Source: an optimization exercise on an open RTL-to-GDS flow (aim: small area and a short achievable clock period). Production flows keep margins and buffers that such runs may drop.
At most, simulation tests tie the RTL to the original design; equivalence was not proved.
Power is estimated from default activity; no workload was simulated.

==> yarrow <==
## ARMS2
module ARMS2( clk, ibus, enable, dataFromMuxAfterCache, reset, daddrbus, dataFromProcessorToArbiter, opcode3, iaddrbus);
clock: 15.0 ns
lec_check: 0
cap_margin: 20
core_margin: 2
core_utilization: 40
slew_margin: 20
run.sh (not shown) runs the stock make flow with config.mk's settings and CLKGATE_MAP_FILE= SYNTH_SCRIPT=/design/flow/synth_recipe.tcl, a recipe that flattens the netlist after the stock synthesis.
==> onyx (differences from yarrow) <==
--- a/flow/design.v
+++ b/flow/design.v
@@ -6,45 +6,44 @@
 	input [63:0] dataFromMuxAfterCache;
 	output [63:0] dataFromProcessorToArbiter;
 	output [63:0] iaddrbus;
 	output [10:0] opcode3;
 	output [63:0] daddrbus;
 	reg [63:2] pc;           
 	reg [31:0] ir;           
 	reg [63:2] npc;          
+	reg [25:0] boff;         
 	reg [63:0] ex_a;         
 	reg [63:0] ex_b;         
-	reg [11:0] ex_imm;       
-	reg        ex_fill;      
-	reg        ex_useimm;    
+	reg [63:0] ex_sd;        
 	reg [1:0]  ex_op;        
 	reg        ex_cin;
 	reg        ex_sh;        
 	reg        ex_lsr;
 	reg        ex_movz;
 	reg [5:0]  ex_shamt;
 	reg [15:0] ex_imm16;
 	reg        ex_we;
 	reg [4:0]  ex_rd;
 	reg        ex_ld, ex_st;
 	reg [63:0] mem_d;        
 	reg [63:0] mem_sd;       
 	reg        mem_we;
 	reg [4:0]  mem_rd;
-	reg        mem_ld, mem_st;
+	reg        mem_ld, mem_ls;   
 	reg        wb_we;        
 	reg [4:0]  wb_rd;
 	reg [15:0] wb_zp;        
 	wire [64*32-1:0] rfv;    
 	wire [31:0] zf;          
 	assign iaddrbus = {pc, 2'b00};
 	assign daddrbus = mem_d;
 	assign dataFromProcessorToArbiter = mem_sd;
-	assign opcode3 = {{5{mem_ld | mem_st}}, 4'b0000, mem_ld, 1'b0};
+	assign opcode3 = {mem_ls, 4'b1111, 4'b0000, mem_ld, 1'b0};   
 	wire [10:0] opZ = ir[31:21];
 	reg [2:0] S;
 	reg Imm, Cin;
 	reg [10:0] gop;
 	always @(*) begin
 		Imm = 1'b0; S = 3'b000; Cin = 1'b0; gop = 11'b0;
 		if (opZ[10:5] == 6'b000101) begin S = 3'b010; gop = 11'h0A0; end
 		else if (opZ[10:3] == 8'b01010101) begin S = 3'b010; gop = 11'h2A8; end
@@ -74,37 +73,44 @@
 				4'b1100: begin S = opZ[3] ? 3'b011 : 3'b000; Cin = opZ[3]; end
 				4'b1110: begin S = opZ[3] ? 3'b011 : 3'b110; Cin = opZ[3]; end
 				default: ;
 			endcase
 		end
 		else if (opZ == 11'h69B) begin S = 3'b010; gop = opZ; end
 		else if (opZ == 11'h69A) begin S = 3'b010; gop = opZ; end
 	end
-	wire d_B    = (gop == 11'h0A0);
-	wire d_BEQ  = (gop == 11'h2A8);
-	wire d_BNE  = (gop == 11'h2B0);
-	wire d_BLT  = (gop == 11'h2B8);
-	wire d_BGE  = (gop == 11'h2C0);
-	wire d_CBZ  = (gop == 11'h5A0);
-	wire d_CBNZ = (gop == 11'h5A8);
-	wire d_LD   = (gop == 11'h7C2);
-	wire d_ST   = (gop == 11'h7C0);
-	wire d_MOVZ = (gop == 11'h694);
-	wire d_LSL  = (gop == 11'h69B);
-	wire d_LSR  = (gop == 11'h69A);
+	wire d_B    = (opZ[10:5] == 6'b000101);
+	wire d_BEQ  = (opZ[10:3] == 8'b01010101);
+	wire d_BNE  = (opZ[10:3] == 8'b01010110);
+	wire d_BLT  = (opZ[10:3] == 8'b01010111);
+	wire d_BGE  = (opZ[10:3] == 8'b01011000);
+	wire d_CBZ  = (opZ[10:3] == 8'b10110100);
+	wire d_CBNZ = (opZ[10:3] == 8'b10110101);
+	wire d_LD   = (opZ == 11'h7C2);
+	wire d_ST   = (opZ == 11'h7C0);
+	wire d_MOVZ = (opZ[10:2] == 9'b110100101);
+	wire d_LSL  = (opZ == 11'h69B);
+	wire d_LSR  = (opZ == 11'h69A);
 	wire d_we   = ~(d_ST | d_BLT | d_BGE | d_B | d_CBNZ | d_CBZ) & (ir[4:0] != 5'd31);
-	wire st_raw = (ir[31:21] == 11'h7C0);
 	wire [4:0] ra = ir[9:5];
-	wire [4:0] rb = st_raw ? ir[4:0] : ir[20:16];
+	wire [4:0] rb = d_ST ? ir[4:0] : ir[20:16];
 	wire [4:0] rt = ir[4:0];
-	wire [63:0] rdA = rfv[64*ra +: 64];
-	wire [63:0] rdB = rfv[64*rb +: 64];
+	reg [63:0] rdA, rdB;
+	integer k;
+	always @(*) begin
+		rdA = 64'b0;
+		rdB = 64'b0;
+		for (k = 0; k < 31; k = k + 1) begin
+			rdA = rdA | ({64{ra == k}} & rfv[64*k +: 64]);
+			rdB = rdB | ({64{rb == k}} & rfv[64*k +: 64]);
+		end
+	end
 	wire t_zero = (wb_we && wb_rd == rt) ? (&wb_zp) : zf[rt];
-	wire [63:0] bop = {ex_useimm ? {52{ex_fill}} : ex_b[63:12], ex_useimm ? ex_imm : ex_b[11:0]};
+	wire [63:0] bop = ex_b;
 	wire [63:0] p = ex_a ^ bop;
 	wire [65:0] sum2 = {1'b0, ex_a, 1'b1} + {1'b0, bop, ex_cin};
 	wire [64:0] sum = sum2[65:1];
 	wire c64 = sum[64];
 	wire c63 = p[63] ^ sum[63];
 	reg  [63:0] alu;
 	always @(*) begin
 		case (ex_op)
@@ -119,34 +125,32 @@
 	always @(*) begin
 		case (ex_op)
 			2'd0: fZ = ~|p;
 			2'd1: fZ = &zadd;
 			2'd2: fZ = ~|(ex_a | bop);
 			default: fZ = ~|(ex_a & bop);
 		endcase
 	end
-	wire fN = alu[63];
-	wire fV = c64 ^ c63;
+	wire fLT = (ex_op == 2'd1) ? (p[63] ^ c64) : (alu[63] ^ c64 ^ c63);
 	function [63:0] rev64;
 		input [63:0] x;
 		integer k;
 		begin
 			for (k = 0; k < 64; k = k + 1) rev64[k] = x[63 - k];
 		end
 	endfunction
 	wire [63:0] sh_in  = ex_movz ? {48'b0, ex_imm16} : (ex_lsr ? rev64(ex_a) : ex_a);
 	wire [63:0] sh_l   = sh_in << ex_shamt;
 	wire [63:0] sh_out = ex_lsr ? rev64(sh_l) : sh_l;
 	wire [63:0] ex_res = ex_sh ? sh_out : alu;
 	wire taken = d_B | (d_CBZ & t_zero) | (d_CBNZ & ~t_zero) |
 	             (d_BEQ & fZ) | (d_BNE & ~fZ) |
-	             (d_BLT & (fN ^ fV)) | (d_BGE & ~(fN ^ fV));
-	wire [63:2] boff   = d_B ? {{38{ir[25]}}, ir[25:0]} : {{45{ir[23]}}, ir[23:5]};
-	wire [63:2] target = npc + boff;
+	             (d_BLT & fLT) | (d_BGE & ~fLT);
+	wire [63:2] target = npc + {{36{boff[25]}}, boff};
 	wire [63:2] pc4    = pc + 62'd1;
 	wire [63:0] wdata = mem_ld ? dataFromMuxAfterCache : mem_d;
 	wire        wen   = enable & ~reset & mem_we;
 	wire [15:0] wzp;
 	assign rfv[64*31 +: 64] = 64'b0;
 	assign zf[31] = 1'b1;
 	genvar gi;
 	generate
@@ -169,33 +173,32 @@
 		wb_rd <= mem_rd;
 		wb_zp <= wzp;
 	end
 	always @(posedge clk) begin
 		if (enable) begin
 			pc  <= reset ? 62'b0 : (taken ? target : pc4);
 			ir  <= reset ? 32'b0 : ibus;
 			npc <= pc4;
+			boff <= (ibus[31:26] == 6'b000101) ? ibus[25:0] : {{7{ibus[23]}}, ibus[23:5]};
 			ex_a      <= rdA;
-			ex_b      <= rdB ^ {64{S[0] & ~Imm}};
-			ex_imm    <= ((d_LD | d_ST) ? {{3{ir[20]}}, ir[20:12]} : ir[21:10]) ^ {12{S[0]}};
-			ex_fill   <= ((d_LD | d_ST) & ir[20]) ^ S[0];
-			ex_useimm <= Imm | d_LD | d_ST;
+			ex_b      <= ((d_LD | d_ST) ? {{55{ir[20]}}, ir[20:12]} : Imm ? {52'b0, ir[21:10]} : rdB) ^ {64{S[0]}};
+			ex_sd     <= rdB;
 			ex_op     <= (S[2:1] == 2'b00) ? 2'd0 : (S[2:1] == 2'b01) ? 2'd1 : (S[2:1] == 2'b10) ? 2'd2 : 2'd3;
 			ex_cin    <= Cin;
 			ex_sh     <= d_LSL | d_LSR | d_MOVZ;
 			ex_lsr    <= d_LSR;
 			ex_movz   <= d_MOVZ;
 			ex_shamt  <= d_MOVZ ? {ir[22:21], 4'b0} : ir[15:10];
 			ex_imm16  <= ir[20:5];
 			ex_rd     <= ir[4:0];
 			ex_we     <= reset ? 1'b0 : d_we;
 			ex_ld     <= reset ? 1'b0 : d_LD;
 			ex_st     <= reset ? 1'b0 : d_ST;
 			mem_d  <= ex_res;
-			mem_sd <= ex_b;
+			mem_sd <= ex_sd;
 			mem_rd <= ex_rd;
 			mem_we <= reset ? 1'b0 : ex_we;
 			mem_ld <= reset ? 1'b0 : ex_ld;
-			mem_st <= reset ? 1'b0 : ex_st;
+			mem_ls <= reset ? 1'b0 : (ex_ld | ex_st);
 		end
 	end
 endmodule
==> flow/flow/run.sh (new file) <==
#!/bin/bash
# Standard layout, but with repair_timing asked for extra setup margin so that the
# optimiser works towards a shorter period than the 15 ns clock needs.
set -euo pipefail
bash standard.sh synth > synth.log 2>&1
bash standard.sh SETUP_SLACK_MARGIN=10.5 finish > layout.log 2>&1
==> flow/standard.sh (new file) <==
#!/bin/bash
# synth_recipe.tcl (not shown) runs the flow's synth.tcl, then flattens the netlist and writes it again
# the make line also repeats each setting of config.mk as NAME=value (left out here)
make -C /OpenROAD-flow-scripts/flow DESIGN_CONFIG=/design/flow/config.mk WORK_HOME=/design/flow/orfs CLKGATE_MAP_FILE= SYNTH_SCRIPT=/design/flow/synth_recipe.tcl "${@:-finish}"
removed: flow/run.sh
==> sierra (differences from yarrow) <==
--- a/flow/design.v
+++ b/flow/design.v
@@ -6,45 +6,45 @@
 	input [63:0] dataFromMuxAfterCache;
 	output [63:0] dataFromProcessorToArbiter;
 	output [63:0] iaddrbus;
 	output [10:0] opcode3;
 	output [63:0] daddrbus;
 	reg [63:2] pc;           
 	reg [31:0] ir;           
 	reg [63:2] npc;          
+	reg [30:0] selA, selB;   
+	reg [25:0] boff;         
 	reg [63:0] ex_a;         
 	reg [63:0] ex_b;         
-	reg [11:0] ex_imm;       
-	reg        ex_fill;      
-	reg        ex_useimm;    
+	reg [63:0] ex_sd;        
 	reg [1:0]  ex_op;        
 	reg        ex_cin;
 	reg        ex_sh;        
 	reg        ex_lsr;
 	reg        ex_movz;
 	reg [5:0]  ex_shamt;
 	reg [15:0] ex_imm16;
 	reg        ex_we;
 	reg [4:0]  ex_rd;
 	reg        ex_ld, ex_st;
 	reg [63:0] mem_d;        
 	reg [63:0] mem_sd;       
 	reg        mem_we;
 	reg [4:0]  mem_rd;
-	reg        mem_ld, mem_st;
+	reg        mem_ld, mem_ls;   
 	reg        wb_we;        
 	reg [4:0]  wb_rd;
 	reg [15:0] wb_zp;        
 	wire [64*32-1:0] rfv;    
 	wire [31:0] zf;          
 	assign iaddrbus = {pc, 2'b00};
 	assign daddrbus = mem_d;
 	assign dataFromProcessorToArbiter = mem_sd;
-	assign opcode3 = {{5{mem_ld | mem_st}}, 4'b0000, mem_ld, 1'b0};
+	assign opcode3 = {mem_ls, 4'b1111, 4'b0000, mem_ld, 1'b0};   
 	wire [10:0] opZ = ir[31:21];
 	reg [2:0] S;
 	reg Imm, Cin;
 	reg [10:0] gop;
 	always @(*) begin
 		Imm = 1'b0; S = 3'b000; Cin = 1'b0; gop = 11'b0;
 		if (opZ[10:5] == 6'b000101) begin S = 3'b010; gop = 11'h0A0; end
 		else if (opZ[10:3] == 8'b01010101) begin S = 3'b010; gop = 11'h2A8; end
@@ -74,37 +74,44 @@
 				4'b1100: begin S = opZ[3] ? 3'b011 : 3'b000; Cin = opZ[3]; end
 				4'b1110: begin S = opZ[3] ? 3'b011 : 3'b110; Cin = opZ[3]; end
 				default: ;
 			endcase
 		end
 		else if (opZ == 11'h69B) begin S = 3'b010; gop = opZ; end
 		else if (opZ == 11'h69A) begin S = 3'b010; gop = opZ; end
 	end
-	wire d_B    = (gop == 11'h0A0);
-	wire d_BEQ  = (gop == 11'h2A8);
-	wire d_BNE  = (gop == 11'h2B0);
-	wire d_BLT  = (gop == 11'h2B8);
-	wire d_BGE  = (gop == 11'h2C0);
-	wire d_CBZ  = (gop == 11'h5A0);
-	wire d_CBNZ = (gop == 11'h5A8);
-	wire d_LD   = (gop == 11'h7C2);
-	wire d_ST   = (gop == 11'h7C0);
-	wire d_MOVZ = (gop == 11'h694);
-	wire d_LSL  = (gop == 11'h69B);
-	wire d_LSR  = (gop == 11'h69A);
+	wire d_B    = (opZ[10:5] == 6'b000101);
+	wire d_BEQ  = (opZ[10:3] == 8'b01010101);
+	wire d_BNE  = (opZ[10:3] == 8'b01010110);
+	wire d_BLT  = (opZ[10:3] == 8'b01010111);
+	wire d_BGE  = (opZ[10:3] == 8'b01011000);
+	wire d_CBZ  = (opZ[10:3] == 8'b10110100);
+	wire d_CBNZ = (opZ[10:3] == 8'b10110101);
+	wire d_LD   = (opZ == 11'h7C2);
+	wire d_ST   = (opZ == 11'h7C0);
+	wire d_MOVZ = (opZ[10:2] == 9'b110100101);
+	wire d_LSL  = (opZ == 11'h69B);
+	wire d_LSR  = (opZ == 11'h69A);
 	wire d_we   = ~(d_ST | d_BLT | d_BGE | d_B | d_CBNZ | d_CBZ) & (ir[4:0] != 5'd31);
-	wire st_raw = (ir[31:21] == 11'h7C0);
-	wire [4:0] ra = ir[9:5];
-	wire [4:0] rb = st_raw ? ir[4:0] : ir[20:16];
+	wire [4:0] ra_if = ibus[9:5];
+	wire [4:0] rb_if = (ibus[31:21] == 11'h7C0) ? ibus[4:0] : ibus[20:16];
 	wire [4:0] rt = ir[4:0];
-	wire [63:0] rdA = rfv[64*ra +: 64];
-	wire [63:0] rdB = rfv[64*rb +: 64];
+	reg [63:0] rdA, rdB;
+	integer k;
+	always @(*) begin
+		rdA = 64'b0;
+		rdB = 64'b0;
+		for (k = 0; k < 31; k = k + 1) begin
+			rdA = rdA | ({64{selA[k]}} & rfv[64*k +: 64]);
+			rdB = rdB | ({64{selB[k]}} & rfv[64*k +: 64]);
+		end
+	end
 	wire t_zero = (wb_we && wb_rd == rt) ? (&wb_zp) : zf[rt];
-	wire [63:0] bop = {ex_useimm ? {52{ex_fill}} : ex_b[63:12], ex_useimm ? ex_imm : ex_b[11:0]};
+	wire [63:0] bop = ex_b;
 	wire [63:0] p = ex_a ^ bop;
 	wire [65:0] sum2 = {1'b0, ex_a, 1'b1} + {1'b0, bop, ex_cin};
 	wire [64:0] sum = sum2[65:1];
 	wire c64 = sum[64];
 	wire c63 = p[63] ^ sum[63];
 	reg  [63:0] alu;
 	always @(*) begin
 		case (ex_op)
@@ -119,45 +126,51 @@
 	always @(*) begin
 		case (ex_op)
 			2'd0: fZ = ~|p;
 			2'd1: fZ = &zadd;
 			2'd2: fZ = ~|(ex_a | bop);
 			default: fZ = ~|(ex_a & bop);
 		endcase
 	end
-	wire fN = alu[63];
-	wire fV = c64 ^ c63;
+	wire fLT = (ex_op == 2'd1) ? (p[63] ^ c64) : (alu[63] ^ c64 ^ c63);
 	function [63:0] rev64;
 		input [63:0] x;
 		integer k;
 		begin
 			for (k = 0; k < 64; k = k + 1) rev64[k] = x[63 - k];
 		end
 	endfunction
 	wire [63:0] sh_in  = ex_movz ? {48'b0, ex_imm16} : (ex_lsr ? rev64(ex_a) : ex_a);
 	wire [63:0] sh_l   = sh_in << ex_shamt;
 	wire [63:0] sh_out = ex_lsr ? rev64(sh_l) : sh_l;
 	wire [63:0] ex_res = ex_sh ? sh_out : alu;
 	wire taken = d_B | (d_CBZ & t_zero) | (d_CBNZ & ~t_zero) |
 	             (d_BEQ & fZ) | (d_BNE & ~fZ) |
-	             (d_BLT & (fN ^ fV)) | (d_BGE & ~(fN ^ fV));
-	wire [63:2] boff   = d_B ? {{38{ir[25]}}, ir[25:0]} : {{45{ir[23]}}, ir[23:5]};
-	wire [63:2] target = npc + boff;
+	             (d_BLT & fLT) | (d_BGE & ~fLT);
+	wire [63:2] target = npc + {{36{boff[25]}}, boff};
 	wire [63:2] pc4    = pc + 62'd1;
 	wire [63:0] wdata = mem_ld ? dataFromMuxAfterCache : mem_d;
 	wire        wen   = enable & ~reset & mem_we;
 	wire [15:0] wzp;
 	assign rfv[64*31 +: 64] = 64'b0;
 	assign zf[31] = 1'b1;
 	genvar gi;
 	generate
 		for (gi = 0; gi < 16; gi = gi + 1) begin : g_zp
 			assign wzp[gi] = ~|wdata[4*gi+3:4*gi];
 		end
+		for (gi = 0; gi < 31; gi = gi + 1) begin : g_sel
+			always @(posedge clk) begin
+				if (enable) begin
+					selA[gi] <= reset ? (gi == 0) : (ra_if == gi);
+					selB[gi] <= reset ? (gi == 0) : (rb_if == gi);
+				end
+			end
+		end
 		for (gi = 0; gi < 31; gi = gi + 1) begin : g_rf
 			reg [63:0] x;
 			reg z;
 			always @(posedge clk) begin
 				if (wen && mem_rd == gi) x <= wdata;
 				if (wb_we && wb_rd == gi) z <= &wb_zp;
 			end
 			assign rfv[64*gi +: 64] = x;
@@ -169,33 +182,32 @@
 		wb_rd <= mem_rd;
 		wb_zp <= wzp;
 	end
 	always @(posedge clk) begin
 		if (enable) begin
 			pc  <= reset ? 62'b0 : (taken ? target : pc4);
 			ir  <= reset ? 32'b0 : ibus;
 			npc <= pc4;
+			boff <= (ibus[31:26] == 6'b000101) ? ibus[25:0] : {{7{ibus[23]}}, ibus[23:5]};
 			ex_a      <= rdA;
-			ex_b      <= rdB ^ {64{S[0] & ~Imm}};
-			ex_imm    <= ((d_LD | d_ST) ? {{3{ir[20]}}, ir[20:12]} : ir[21:10]) ^ {12{S[0]}};
-			ex_fill   <= ((d_LD | d_ST) & ir[20]) ^ S[0];
-			ex_useimm <= Imm | d_LD | d_ST;
+			ex_b      <= ((d_LD | d_ST) ? {{55{ir[20]}}, ir[20:12]} : Imm ? {52'b0, ir[21:10]} : rdB) ^ {64{S[0]}};
+			ex_sd     <= rdB;
 			ex_op     <= (S[2:1] == 2'b00) ? 2'd0 : (S[2:1] == 2'b01) ? 2'd1 : (S[2:1] == 2'b10) ? 2'd2 : 2'd3;
 			ex_cin    <= Cin;
 			ex_sh     <= d_LSL | d_LSR | d_MOVZ;
 			ex_lsr    <= d_LSR;
 			ex_movz   <= d_MOVZ;
 			ex_shamt  <= d_MOVZ ? {ir[22:21], 4'b0} : ir[15:10];
 			ex_imm16  <= ir[20:5];
 			ex_rd     <= ir[4:0];
 			ex_we     <= reset ? 1'b0 : d_we;
 			ex_ld     <= reset ? 1'b0 : d_LD;
 			ex_st     <= reset ? 1'b0 : d_ST;
 			mem_d  <= ex_res;
-			mem_sd <= ex_b;
+			mem_sd <= ex_sd;
 			mem_rd <= ex_rd;
 			mem_we <= reset ? 1'b0 : ex_we;
 			mem_ld <= reset ? 1'b0 : ex_ld;
-			mem_st <= reset ? 1'b0 : ex_st;
+			mem_ls <= reset ? 1'b0 : (ex_ld | ex_st);
 		end
 	end
 endmodule
==> flow/flow/run.sh (new file) <==
#!/bin/bash
# Standard layout, but with repair_timing asked for extra setup margin so that the
# optimiser works towards a shorter period than the 15 ns clock needs.
set -euo pipefail
bash standard.sh synth > synth.log 2>&1
bash standard.sh SETUP_SLACK_MARGIN=10.5 finish > layout.log 2>&1
==> flow/standard.sh (new file) <==
#!/bin/bash
# synth_recipe.tcl (not shown) runs the flow's synth.tcl, then flattens the netlist and writes it again
# the make line also repeats each setting of config.mk as NAME=value (left out here)
make -C /OpenROAD-flow-scripts/flow DESIGN_CONFIG=/design/flow/config.mk WORK_HOME=/design/flow/orfs CLKGATE_MAP_FILE= SYNTH_SCRIPT=/design/flow/synth_recipe.tcl "${@:-finish}"
removed: flow/run.sh
==> notes <==
Non-clock buffer count: onyx > sierra > yarrow.
Between sierra and yarrow, the lower cell area is in sierra (gap 1.3%, measured against yarrow).
Worst hold slack, highest first: yarrow, sierra, onyx.
Clock power: sierra > onyx > yarrow.
The lowest flip-flop and latch count belongs to yarrow, the highest to sierra.
In onyx the synthesized cell count is smaller than in sierra, by about 2%.
Global-route usage: onyx is higher than sierra (0.77 points).
Clock skew: yarrow < onyx < sierra.
Register-to-register slack: yarrow < sierra < onyx.
In sierra the first-iteration DRC count is smaller than in onyx, by about 7%.
Power, lowest first: sierra, yarrow, onyx.
For yarrow, only the layout was checked, not whether the RTL still works.

## separate check: timing with driven ports
How much do the figures lean on ideal ports? The routed layouts below were timed once more, with nothing changed but the port constraints. Step 1 assumes that a clkbuf_16 drives the clock port and a buf_2 every other input. Step 2, shift: input delay + t, output delay - t, t = (earliest + latest rising clock arrival at the registers) / 2. This alone moves slack from input paths to output paths. Three values: ideal ports, drivers, drivers and shift; two values: the first two.
| run | t, ns | slack for setup (ns) | hold slack, ns | latest minus earliest clock arrival (ns) | worst data-port slew with drivers (ns) |
|---|---|---|---|---|---|
| yarrow | 1.016 | 7.587 / 7.587 / 7.587 | 0.418 / 0.418 / 0.418 | 0.087 / 0.087 | 0.09 |
| onyx | 1.002 | 10.155 / 10.155 / 9.288 | 0.412 / 0.412 / 0.412 | 0.103 / 0.103 | 0.16 |
| sierra | 1.018 | 10.010 / 10.010 / 9.287 | 0.413 / 0.413 / 0.413 | 0.108 / 0.108 | 0.26 |
After both steps setup and hold are still met in every run listed. The setup slack of onyx, which loses most, moves by 0.000 ns with the drivers and by -0.867 ns with both steps.
